This is an optimization exercise on Yosys and OpenROAD, whose aim is a short achievable clock period and few clock cycles, not a production implementation. In this exercise RTL edits were held to simulation tests only and were not proved equivalent to the original. Power figures rest on the tool's default switching activity, not on a simulated workload.

[flow/constraint.sdc]
create_clock -name core_clock -period 15.0 [get_ports {clk}]
set_input_delay 3.0000 -clock core_clock [delete_from_list [all_inputs] [get_ports {clk}]]
set_output_delay 3.0000 -clock core_clock [all_outputs]
set_load 0.01 [all_outputs]
[flow/config.mk]
export PLATFORM = sky130hd
export DESIGN_NAME = TopLevelProcessor
export DESIGN_NICKNAME = TopLevelProcessor
export VERILOG_FILES = /design/flow/design.v
export SDC_FILE = /design/flow/constraint.sdc
export NUM_CORES = 4
export LEC_CHECK = 0
export CAP_MARGIN = 20
export CORE_MARGIN = 2
export CORE_UTILIZATION = 40
export SLEW_MARGIN = 20
[flow/run.sh]
#!/bin/bash
# synth_recipe.tcl (not shown) runs the flow's synth.tcl, then flattens the netlist and writes it again
# the make line also repeats each setting of config.mk as NAME=value (left out here)
make -C /OpenROAD-flow-scripts/flow DESIGN_CONFIG=/design/flow/config.mk WORK_HOME=/design/flow/orfs CLKGATE_MAP_FILE= SYNTH_SCRIPT=/design/flow/synth_recipe.tcl finish
[flow/design.v]
`timescale 1ns / 1ps
module ALU(
    input [31:0] A,
    input [31:0] B,
    input [3:0] ALUControl,
    output reg [31:0] ALUResult,
    output Zero
);
    always @(*) begin
        case (ALUControl)
            4'b0000: ALUResult = A & B;
            4'b0001: ALUResult = A | B;
            4'b0010: ALUResult = A + B;
            4'b0011: ALUResult = A ^ B;
            4'b0100: ALUResult = A << B[4:0];                               
            4'b0101: ALUResult = A >> B[4:0];                               
            4'b0110: ALUResult = A - B;
            4'b0111: ALUResult = ($signed(A) < $signed(B)) ? 32'd1 : 32'd0;  
            default: ALUResult = 32'b0;
        endcase
    end
    assign Zero = (ALUResult == 0);
endmodule
`timescale 1ns / 1ps
module ALUControl (
    input  [1:0] aluOp,
    input  [2:0] funct3,
    input  [6:0] funct7,
    output reg [3:0] aluControlSignal
);
    always @(*) begin
        case (aluOp)
            2'b00: aluControlSignal = 4'b0010;  
            2'b01: aluControlSignal = 4'b0110;  
            2'b10: begin
                case ({funct7, funct3})
                    10'b0000000_000: aluControlSignal = 4'b0010;  
                    10'b0100000_000: aluControlSignal = 4'b0110;  
                    10'b0000000_111: aluControlSignal = 4'b0000;  
                    10'b0000000_110: aluControlSignal = 4'b0001;  
                    10'b0000000_100: aluControlSignal = 4'b0011;  
                    10'b0000000_001: aluControlSignal = 4'b0100;  
                    10'b0000000_101: aluControlSignal = 4'b0101;  
                    10'b0000000_010: aluControlSignal = 4'b0111;  
                    default:         aluControlSignal = 4'b0000;
                endcase
            end
            default: aluControlSignal = 4'b0000;
        endcase
    end
endmodule
`timescale 1ns / 1ps
module MainControl(
    input  [6:0] opcode,
    output reg regWrite,
    output reg memRead,
    output reg memWrite,
    output reg aluSrc,
    output reg memToReg,
    output reg branch,
    output reg [1:0] aluOp
);
always @(*) begin
    regWrite = 0;
    memRead  = 0;
    memWrite = 0;
    aluSrc   = 0;
    memToReg = 0;
    branch   = 0;
    aluOp    = 2'b00;
    case(opcode)
        7'b0110011: begin
            regWrite = 1;
            aluSrc   = 0;
            aluOp    = 2'b10;  
        end
        7'b0010011: begin
            regWrite = 1;
            aluSrc   = 1;
            aluOp    = 2'b00; 
        end
        7'b0000011: begin
            regWrite = 1;
            memRead  = 1;
            aluSrc   = 1;
            memToReg = 1;
            aluOp    = 2'b00;  
        end
        7'b0100011: begin
            memWrite = 1;
            aluSrc   = 1;
            aluOp    = 2'b00;  
        end
        7'b1100011: begin
            aluSrc   = 0;
            branch   = 1;
            aluOp    = 2'b01;  
        end
        7'b1101111: regWrite = 1;  
        7'b1100111: begin          
            regWrite = 1;
            aluSrc   = 1;
        end
        7'b0110111: begin          
            regWrite = 1;
            aluSrc   = 1;
        end
        default: begin
            regWrite = 0;
            aluOp    = 2'b00;
        end
    endcase
end
endmodule
`timescale 1ns / 1ps
module control_top (
    input  [6:0] opcode,
    input  [2:0] funct3,
    input  [6:0] funct7,
    output regWrite,
    output memRead,
    output memWrite,
    output aluSrc,
    output memToReg,
    output branch,
    output [3:0] aluControl
);
    wire [1:0] ALUOp;
    wire [3:0] aluControlSignal;
    MainControl mainCtrl (
        .opcode(opcode),
        .regWrite(regWrite),
        .memRead(memRead),
        .memWrite(memWrite),
        .aluSrc(aluSrc),
        .memToReg(memToReg),
        .branch(branch),
        .aluOp(ALUOp)
    );
    ALUControl aluCtrl (
        .aluOp(ALUOp),
        .funct3(funct3),
        .funct7(funct7),
        .aluControlSignal(aluControlSignal)
    );
    assign aluControl = aluControlSignal;
endmodule
`timescale 1ns / 1ps
module immGen(
    input [31:0] instr,
    output reg [31:0] imm
);
    always @(*) begin
        case (instr[6:0])
            7'b0010011, 7'b0000011, 7'b1100111: 
                imm = {{20{instr[31]}}, instr[31:20]};
            7'b0100011: 
                imm = {{20{instr[31]}}, instr[31:25], instr[11:7]};
            7'b1100011: 
                imm = {{19{instr[31]}}, instr[31], instr[7], instr[30:25], instr[11:8], 1'b0};
            7'b0110111:
                imm = {instr[31:12], 12'b0};
            7'b1101111:
                imm = {{11{instr[31]}}, instr[31], instr[19:12], instr[20], instr[30:21], 1'b0};
            default: 
                imm = 32'b0;
        endcase
    end
endmodule
`timescale 1ns / 1ps
module mux2(
    input [31:0] in0,
    input [31:0] in1,
    input sel,
    output [31:0] out
);
    assign out = sel ? in1 : in0;
endmodule
`timescale 1ns / 1ps
module pcAdder(
    input [31:0] pc,
    output [31:0] pc4
);
    assign pc4 = pc + 4;
endmodule
`timescale 1ns / 1ps
module branchAdder(
    input [31:0] pc,
    input [31:0] imm,
    output [31:0] branchAddr
);
    assign branchAddr = pc + imm;
endmodule
`timescale 1ns / 1ps
module ProgramCounter(
    input clk,
    input reset,
    input [31:0] nextPC,
    output reg [31:0] pc
);
    always @(posedge clk) begin
        if (reset)
            pc <= 32'h00000000;
        else
            pc <= nextPC;
    end
endmodule
`timescale 1ns / 1ps
module RegisterFile(
    input clk,
    input rst,
    input writeEnable,
    input [4:0] rs1,
    input [4:0] rs2,
    input [4:0] rd,
    input [31:0] writeData,
    output [31:0] readData1,
    output [31:0] readData2
);
    reg [31:0] regs [0:31];
    integer i;
    always @(posedge clk) begin
        if (rst) begin
            for (i = 0; i < 32; i = i + 1)
                regs[i] <= 32'b0;
        end
        else if (writeEnable && rd != 0) begin
            regs[rd] <= writeData;
        end
    end
    assign readData1 = (rs1 == 0) ? 32'b0 : regs[rs1];
    assign readData2 = (rs2 == 0) ? 32'b0 : regs[rs2];
endmodule
`timescale 1ns / 1ps
module TopLevelProcessor(
    input clk,
    input reset,
    output [31:0] imem_addr,
    input  [31:0] imem_data,
    output [31:0] dmem_addr,
    output [31:0] dmem_wdata,
    output        dmem_we,
    input  [31:0] dmem_rdata
);
    wire [31:0] pc, nextPC, pc4;
    ProgramCounter PC_Unit (
        .clk(clk),
        .reset(reset),
        .nextPC(nextPC),
        .pc(pc)
    );
    pcAdder Add4 (
        .pc(pc),
        .pc4(pc4)
    );
    wire [31:0] instruction;
    assign imem_addr   = pc;
    assign instruction = imem_data;
    wire regWrite, aluSrc, memWrite, memRead, memToReg, branch;
    wire [3:0] aluControlSignal;
    control_top CU (
        .opcode(instruction[6:0]),
        .funct3(instruction[14:12]),
        .funct7(instruction[31:25]),
        .regWrite(regWrite),
        .memRead(memRead),
        .memWrite(memWrite),
        .aluSrc(aluSrc),
        .memToReg(memToReg),
        .branch(branch),
        .aluControl(aluControlSignal)
    );
    wire [31:0] imm;
    immGen IG (
        .instr(instruction),
        .imm(imm)
    );
    wire [31:0] readData1, readData2;
    wire [31:0] writeData;
    RegisterFile RF (
        .clk(clk),
        .rst(reset),
        .writeEnable(regWrite),
        .rs1(instruction[19:15]),
        .rs2(instruction[24:20]),
        .rd(instruction[11:7]),
        .writeData(writeData),
        .readData1(readData1),
        .readData2(readData2)
    );
    wire [31:0] aluInput2;
    wire [31:0] aluResult;
    wire zero;
    mux2 ALUMux (
        .in0(readData2),
        .in1(imm),
        .sel(aluSrc),
        .out(aluInput2)
    );
    ALU MainALU (
        .A(readData1),
        .B(aluInput2),
        .ALUControl(aluControlSignal),
        .ALUResult(aluResult),
        .Zero(zero)
    );
    wire [31:0] readData;
    assign dmem_addr  = aluResult;
    assign dmem_wdata = readData2;
    assign dmem_we    = memWrite;
    assign readData   = dmem_rdata;
    wire isJAL  = (instruction[6:0] == 7'b1101111);
    wire isJALR = (instruction[6:0] == 7'b1100111);
    wire isLUI  = (instruction[6:0] == 7'b0110111);
    wire [31:0] branchAddr;
    branchAdder AddImm (
        .pc(pc),
        .imm(imm),
        .branchAddr(branchAddr)
    );
    wire branch_cond;
    assign branch_cond =
        (instruction[14:12] == 3'b000) ? zero :            
        (instruction[14:12] == 3'b001) ? ~zero :           
        (instruction[14:12] == 3'b100) ? aluResult[31] :   
        1'b0;
    wire PCSrc = branch & branch_cond;
    assign nextPC =
        (isJAL)  ? (pc + imm) :
        (isJALR) ? ((readData1 + imm) & 32'hFFFFFFFE) :
        (PCSrc)  ? branchAddr :
                   pc4;
    assign writeData =
        (isLUI)           ? imm :
        (isJAL || isJALR) ? (pc + 4) :
        (memToReg)        ? readData :
                            aluResult;
endmodule
==> flow_metrics.py <==
metrics = {
    "setup_path": {
        "slowest_delay_ns": 0.98,
        "required_ns": 12.00,
        "reg2reg_depth": 27,
        "critPathMaxFanout": 66,
        "worstSetupPathType": "primary input to output port",
        "crit_arrival_ns": 10.95,
        "critPathTopFamily": "compound AO/OA/AOI/OAI gates",
        "endpoint_kind": "output port",
        "crit_path_top_delay_cell": "a2111oi_0",
        "cp-start-kind": "primary input",
        "cp.buffers_inverters": 8,
        "crit_chain": "buf_8, mux4_2, mux2_2, nand3_1, and4_1, inv_1, o21ai_2, buf_4, inv_1, ha_1, or3_1, a211o_1, a311o_1, a211oi_1, buf_4, o21bai_1, a2111o_1, o211ai_1, xor2_1, nor2_1, a2111oi_0, buf_4, inv_1, clkdlybuf4s50_1",
        "cp_num_cells": 24,
    },
    "yosys": {
        "yosysSeqAreaShare_pct": 45.80,
        "async_flop_share_pct": 0,
        "yosys_warnings": 6,
        "syn_area_per_cell_um2": 11.35,
        "synth_cell_types": 118,
        "syn-cell-area_um2": 68530,
        "synth_edf_count": 1024,
        "synth-seq-cells": 1056,
        "synth_flop_cell": "edfxtp_1",
        "synthCells": 6038,
    },
    "floorplan": {
        "fp.dieArea_um2": 174700,
        "die_w_um": 417.9,
        "rows": 151,
        "fp.dieH_um": 417.9,
        "io_pins": 163,
        "coreArea_um2": 169800,
        "start_util_pct": 40.35,
    },
    "power": {
        "peakVddDrop_v": 0.0001081,
        "pwr-share-seq_pct": 37.1,
        "sw_frac_of_total_pct": 37.80,
        "comb_power_share_pct": 32.9,
        "pwr-share-clk_pct": 30.0,
        "p_leak_nw": 28.54,
        "p_switching_mw": 3.450,
        "cellPowerDensity_nw_per_um2": 119.2,
        "power.internal_mw": 5.676,
    },
    "sta": {
        "drv_slew": 0,
        "clock.fmax_mhz": 71.70,
        "worst_pin_slew_ns": 1.297,
        "relSlewSlack_pct": 12.98,
        "period_minus_slack_ns": 13.95,
        "finalSetupViolations": 0,
        "fin_tns_setup_ns": 0,
        "min_period_over_period_pct": 92.98,
        "hold_viol_final": 0,
        "rsz0062_at_grt": "false",
        "finalClockSkew_ns": 0.09137,
        "fin_ws_ns": 1.054,
    },
    "global_routing": {
        "grt_usage_pct": 37.81,
        "grt_max_degree": 75,
        "grt_pass1_wl_mm": 456.5,
        "antenna_found_initial": 14,
        "grt_overflow": 0,
        "grt_pass1_vias": 55280,
    },
    "hold_path": {
        "min_path_type": "flip-flop to flip-flop",
        "holdPathStages": 2,
    },
    "clocking": {
        "clkTransAtPathRegs_ns": 0.07,
        "post_cts_resized": 0,
        "cts_buffer_depth": 3,
        "hold_buffers": 0,
        "post_cts_buffers": 0,
        "cts_sinks": 1056,
        "cts_tree": "built",
        "cts_root_buffer": "clkbuf_16",
        "ctsHtreeMaxLevel": 3,
        "insertion_delay_ns": 0.78,
        "cts_made_buffers": 114,
    },
    "route": {
        "drc": 0,
        "num_vias": 58050,
        "wirelength_mm": 335.9,
        "drtAntennaViolNets": 0,
        "first_pass_iters": 6,
        "wire_per_inst_um": 39.97,
        "drt-initial-drc-count": 8888,
        "via_per_inst": 6.906,
    },
    "layout": {
        "drive_gt1_share_pct": 17.51,
        "fin_nets": 6314,
        "final-seq-area_um2": 31390,
        "final_common_cell": "nor2_1",
        "synthToLayoutAreaGrowth_pct": 11.68,
        "nFillCells": 15590,
        "layout.cells.most_common_list": "1,295 x nor2_1, 1,024 x edfxtp_1, 429 x mux4_2",
        "multi_input_area_um2": 34590,
    },
    "place": {
        "post-place-ws_ns": 1.399,
        "gp_congestion": 1.077,
        "io_buffers": 162,
        "place_hpwl_mm": 232.0,
    },
    "job": {
        "cap_violations": 0,
    },
    "outcome": {
        "status": "no timing/DRC/antenna violations",
    },
}
[flip-flops by register name (all words and copies together) (netlist names)]
name,count
PC_Unit.pc,32
RF.regs,1024
[logic make-up after synthesis]
logic type | count (synthesis) | synth area share (%)
AO/OA/AOI/OAI | 1051 | 10.69
XOR/XNOR | 106 | 1.355
adder cells (fa/ha/maj) | 164 | 3.034
buffers and inverters | 665 | 4.563
flip-flops | 1056 | 45.80
multiplexers | 822 | 20.70
other | 1 | 0.005472
AND/OR/NAND/NOR | 2173 | 13.84
[Yosys cell counts, types with 25 or more instances]
cell type	instances	area [um^2]
a211oi_1	56	420.4
a21o_1	68	510.5
a21oi_1	218	1091
a22oi_1	142	1066
and2_1	34	212.7
and3_1	37	231.5
buf_1	37	138.9
buf_2	55	275.3
buf_4	25	187.7
clkbuf_1	372	1396
dfxtp_1	32	640.6
edfxtp_1	1024	30750
ha_1	159	1989
inv_1	127	476.7
mux2i_1	332	3323
mux4_1	31	814.5
mux4_2	429	9662
nand2_1	318	1194
nand2b_1	73	456.7
nand3_1	114	570.6
nor2_1	1299	4876
nor2b_1	31	193.9
nor3_1	98	490.5
o211ai_1	52	390.4
o21ai_0	136	680.7
o22ai_1	52	325.3
or3_1	30	187.7
xnor2_1	60	525.5
xor2_1	46	402.9
[final timing paths]
kind             startpoint             end  slack (ns)
max           imem_data[20]   dmem_addr[20]        1.05
max reg2reg  RF.regs[26][4]  PC_Unit.pc[24]        5.43
min           PC_Unit.pc[0]   PC_Unit.pc[0]        0.66
min reg2reg   PC_Unit.pc[0]   PC_Unit.pc[0]        0.66
[per-layer routing]
metal,share of wire [%],global-route usage (%),wire [um],up-vias
met5,0.034,0,114,-
met4,10,30.24,33470,14
met3,12,9.126,39280,1266
met2,44,57.82,148300,4684
met1,34,45.72,114800,29140
li1,-,-,-,22950
[cell type report]
type / count / share of cell area (%)
Clock inverter: 71 / 0.7340
Antenna cell: 9 / 0.02943
Sequential cell: 1056 / 41.01
Timing Repair Buffer: 432 / 4.868
Clock buffer: 138 / 3.873
Multi-Input combinational cell: 4348 / 45.20
Tap cell: 2218 / 3.626
Inverter: 133 / 0.6588
[worst reg2reg max path, cell delays in order, from the launching register on]
cell and delay (ns):
edfxtp_1 0.40, mux4_2 0.48, mux2_2 0.28, nand3_1 0.09, and4_1 0.49, inv_1 0.28, o21ai_2 0.17, buf_4 0.29
inv_1 0.33, ha_1 0.41, or3_1 0.41, a211o_1 0.32, a311o_1 0.47, a211oi_1 0.25, buf_4 0.16, o21bai_1 0.11
a2111o_1 0.43, o211ai_1 0.10, xor2_1 0.21, nor2_1 0.11, a2111oi_0 0.98, buf_4 0.26, nand2_1 0.05, or4_1 0.46
nor4_4 0.78, or2_1 0.50, nor2_4 0.19, o311a_1 0.41
[per-stage QoR]
step | instances | utilization, % | cell area (um^2) | total power [mW] | hold WS (ns)
after floorplan | 6069 | - | 68650 | 5.002 | 0.5167
after global placement | 8186 | 42.95 | 72950 | 6.320 | 0.6343
after detailed placement | 8187 | 42.96 | 72970 | 6.308 | 0.6332
after CTS | 8396 | 45.04 | 76490 | 8.991 | 0.6405
after global routing | 8399 | 45.05 | 76520 | 9.281 | 0.6675
final | 8405 | 45.06 | 76540 | 9.126 | 0.6570
[power by group through the flow]
| stage | Sequential [mW] | Combinational, mW | Clock (mW) |
|---|---|---|---|
| detailed placement | 3.45 | 2.86 | 0 |
| CTS | 3.39 | 2.87 | 2.73 |
| global route | 3.40 | 3.04 | 2.85 |
| finish | 3.39 | 3.00 | 2.74 |
| floorplan | 3.43 | 1.58 | 0 |
| global placement | 3.44 | 2.88 | 0 |
Testbench counts, summed over its fixed seeds: cycles 259,349.

-- port drivers added, routing unchanged --
The results above use ideal ports. As a check the final layout listed here was re-extracted and re-timed, cells and wires unchanged.
Step 1: set_driving_cell puts a clkbuf_16 on clk and a buf_2 on each other input, an assumption about the parent block.
Step 2 adds t to the input delays and takes it off the output delays; t is the mean of the earliest and latest rising clock arrival at the registers after step 1. Input paths then give back, and output paths get back, about the clock's delay inside the block.
Slacks: ideal / step 1 / step 2; pairs: ideal / step 1.
shift t [ns]: 0.812
setup slack, ns: 1.054 / 0.992 / 0.992
worst setup path at the end: input to output
latest minus earliest clock arrival (ns): 0.091 / 0.091
After both steps setup and hold are still met in this run. The setup slack of this run moves by -0.062 ns with the drivers and by -0.062 ns with both steps.
